Context: an optimization exercise on an open-source flow, tuned for small area, a short achievable clock period and few clock cycles. The choices shown serve that exercise and are no tape-out recipe. Function was checked by simulation only, so behaviour that the tests miss may differ from the original. Power figures rest on the tool's default switching activity, not on a simulated workload.

run A:
## top
module top(
    input wire clk,
    input wire rst_n,
    output wire [31:0] iaddr,
    output wire ice,
    input wire [31:0] inst,
    output wire dce,
    output wire [31:0] daddr,
    output wire [3:0] we,
    output wire [31:0] din,
    input wire [31:0] dm
);
For scale: roughly 8100 cells after synthesis, ~1500 flip-flops, ~170 I/O pins, ~88000 µm² of cells after synthesis.
Settings: LEC_CHECK=0, CAP_MARGIN=20, CORE_MARGIN=2, CORE_UTILIZATION=40, SLEW_MARGIN=20; clock period 10.0 ns.
standard.sh (not shown) runs the stock make flow with config.mk's settings and CLKGATE_MAP_FILE= SYNTH_SCRIPT=/design/flow/synth_recipe.tcl, a recipe that flattens the netlist after the stock synthesis.
==> flow/flow/run.sh <==
#!/bin/bash
# Standard ORFS layout, with timing repair aiming for extra setup slack and
# no dummy clock loads and larger sink clusters in the clock tree.  Each ORFS step writes its own log
# under orfs/logs/; make's output goes to flow_make.log.
set -o pipefail
MARGIN=$(cat flow/margin.txt)
bash standard.sh SETUP_SLACK_MARGIN=$MARGIN \
  "CTS_ARGS=-sink_clustering_enable -repair_clock_nets -dont_use_dummy_load -sink_clustering_size 22 -sink_clustering_max_diameter 100" \
  finish > flow_make.log 2>&1
==> flow/flow/margin.txt <==
5.85
Testbench counts of run A, summed over its fixed seeds: cycles 42,920.
> inputs changed (run A -> run B)
==> flow/flow/run.sh <==
#!/bin/bash
# Standard ORFS layout, with timing repair aiming for extra setup slack.
# Each ORFS step writes its own log under orfs/logs/; make's output goes
# to flow_make.log.
set -o pipefail
MARGIN=$(cat flow/margin.txt)
bash standard.sh SETUP_SLACK_MARGIN=$MARGIN finish > flow_make.log 2>&1
==> flow/flow/margin.txt <==
6
Notes after the runs:
Run B completed every stage of the flow, and the final layout passed the timing, design-rule and antenna checks.
On run B: clock network contribution to total cell area is 3.0 points higher than what run A gave.
~same count of multi-input gates in run B and run A
Number of violations reported at the end of detailed-routing iteration 0 for run B: about 2.5% up relative to run A
Run A has lower routed length on met3 than run B.
Fill cell total of the finished layout: higher on run A
### run B -> run C
==> flow/flow/run.sh <==
#!/bin/bash
# Standard ORFS layout, with timing repair aiming for extra setup slack and
# no dummy clock loads and larger sink clusters in the clock tree.  Each ORFS step writes its own log
# under orfs/logs/; make's output goes to flow_make.log.
set -o pipefail
MARGIN=$(cat flow/margin.txt)
bash standard.sh SETUP_SLACK_MARGIN=$MARGIN \
  "CTS_ARGS=-sink_clustering_enable -repair_clock_nets -dont_use_dummy_load -sink_clustering_size 22 -sink_clustering_max_diameter 100" \
  finish > flow_make.log 2>&1
==> flow/flow/margin.txt <==
5.65
Findings:
Every stage of the flow completed for run C, and the final layout passed the timing, design-rule and antenna checks. From run B to run C the numbers moved as follows: setup slack after placement has increased; maximum achievable frequency shrank by about 6%; total power shrank by 4.4 mW; number of nets in the final layout went down about 2.8%; H-tree depth fell 1. Lower length in cells of the worst reg-to-reg path goes to run B over run C. Delta (run C minus run B): global-route usage went down; count of placed standard cells including taps did not really move; power share of the clock group went down; setup slack went down.


Setup of juniper:
Another version of the RTL of top (not shown whole).
Size in the first run: roughly 8,300 cells after synthesis, about 1,500 flip-flops.
clock: 10.0 ns
lec_check: 0
cap_margin: 20
core_margin: 2
core_utilization: 40
slew_margin: 20
==> flow/flow/run.sh <==
#!/bin/bash
# Standard ORFS layout, with timing repair aiming for extra setup slack and
# no dummy clock loads in the clock tree.  Each ORFS step writes its own log
# under orfs/logs/; make's output goes to flow_make.log.
set -o pipefail
MARGIN=$(cat flow/margin.txt)
bash standard.sh SETUP_SLACK_MARGIN=$MARGIN \
  "CTS_ARGS=-sink_clustering_enable -repair_clock_nets -dont_use_dummy_load" \
  finish > flow_make.log 2>&1
==> flow/flow/margin.txt <==
5.5
Per the final summary, juniper finished and its layout is clean on timing, DRC and antenna.
Testbench counts of juniper, summed over its fixed seeds: cycles 42,645.
Changes in nickel relative to juniper:
==> flow/flow/margin.txt <==
6
[summary]
juniper: flow completed, timing, DRC and antenna clean. In summary, nickel completed successfully, with a layout that passed the timing, design-rule and antenna checks. A cell type of the slowest stage on the worst timing path of sky130_fd_sc_hd__nor3b_4 is what nickel shows, while sky130_fd_sc_hd__nor3_1 belongs to juniper. Between juniper and nickel, area growth from synthesis to final layout is lower for juniper, nickel comes in above that. juniper -> nickel: non-clock buffer count in the final layout increased by more than half. Summary — placed wire-length estimate, nickel relative to juniper: higher, by about 1%. nickel ended up with a higher endpoint required time on the critical path than juniper did. ~same placement-stage cell area in juniper and nickel. For setup fix buffers added after clock tree synthesis, dividing the value from nickel by the value from juniper gives 6.4. On nickel: switching part of the total power is 0.76 points lower than what juniper gave. nickel ends up with a final net count that is about 3.2% higher than in juniper. | global-route usage | higher: nickel |.
Input-level comparison between indigo and nickel:
==> flow/flow/run.sh <==
#!/bin/bash
# Standard ORFS layout, with timing repair aiming for extra setup slack and
# no dummy clock loads and larger sink clusters in the clock tree.  Each ORFS step writes its own log
# under orfs/logs/; make's output goes to flow_make.log.
set -o pipefail
MARGIN=$(cat flow/margin.txt)
bash standard.sh SETUP_SLACK_MARGIN=$MARGIN \
  "CTS_ARGS=-sink_clustering_enable -repair_clock_nets -dont_use_dummy_load -sink_clustering_size 22 -sink_clustering_max_diameter 100" \
  finish > flow_make.log 2>&1
==> flow/flow/margin.txt <==
5.75
### Flow results
Having completed the whole flow, indigo delivered a layout that passed the timing, design-rule and antenna checks.
Compared with nickel, indigo shows a lower total CTS buffers.
Per the comparison of indigo with nickel, sequential share of power now larger; total vias in the final route now smaller; fmax now smaller; setup slack on the worst flop-to-flop path now smaller; routed length on met1 now smaller.
nickel -> indigo: detail-routed via count per cell decreased slightly
Worst setup slack: nickel and indigo compared, higher one is nickel

[port drivers added, routing unchanged]
In the flow no input, the clock included, has a driving cell. The finished layouts below were timed again as built, in two steps.
Step 1 (the two cells are an assumption about what drives the block):
set clk [get_ports {clk}]
set_driving_cell -lib_cell sky130_fd_sc_hd__clkbuf_16 $clk
set_driving_cell -lib_cell sky130_fd_sc_hd__buf_2 [delete_from_list [all_inputs] $clk]
Step 2 moves the port delays by t, midway between the first and last clock arrival at a register: inputs arrive t later, outputs are due t later. That takes back most of the time a late clock gives input paths.
Slacks: ideal ports / drivers / drivers and shift; pairs: ideal ports / drivers.
run	t (ns)	setup slack, ns	worst register clock-pin slew, ns
run A	0.849	5.629 / 5.696 / 4.848	0.10 / 0.10
run B	0.940	5.677 / 5.677 / 4.981	0.07 / 0.07
run C	0.869	5.382 / 5.430 / 4.561	0.11 / 0.11
juniper	0.920	5.257 / 5.327 / 4.407	0.07 / 0.07
nickel	0.939	5.620 / 5.690 / 4.751	0.07 / 0.07
indigo	0.856	5.522 / 5.586 / 4.730	0.10 / 0.10
After both steps setup and hold are still met in every run listed. The setup slack of nickel, which loses most, moves by +0.070 ns with the drivers and by -0.869 ns with both steps.
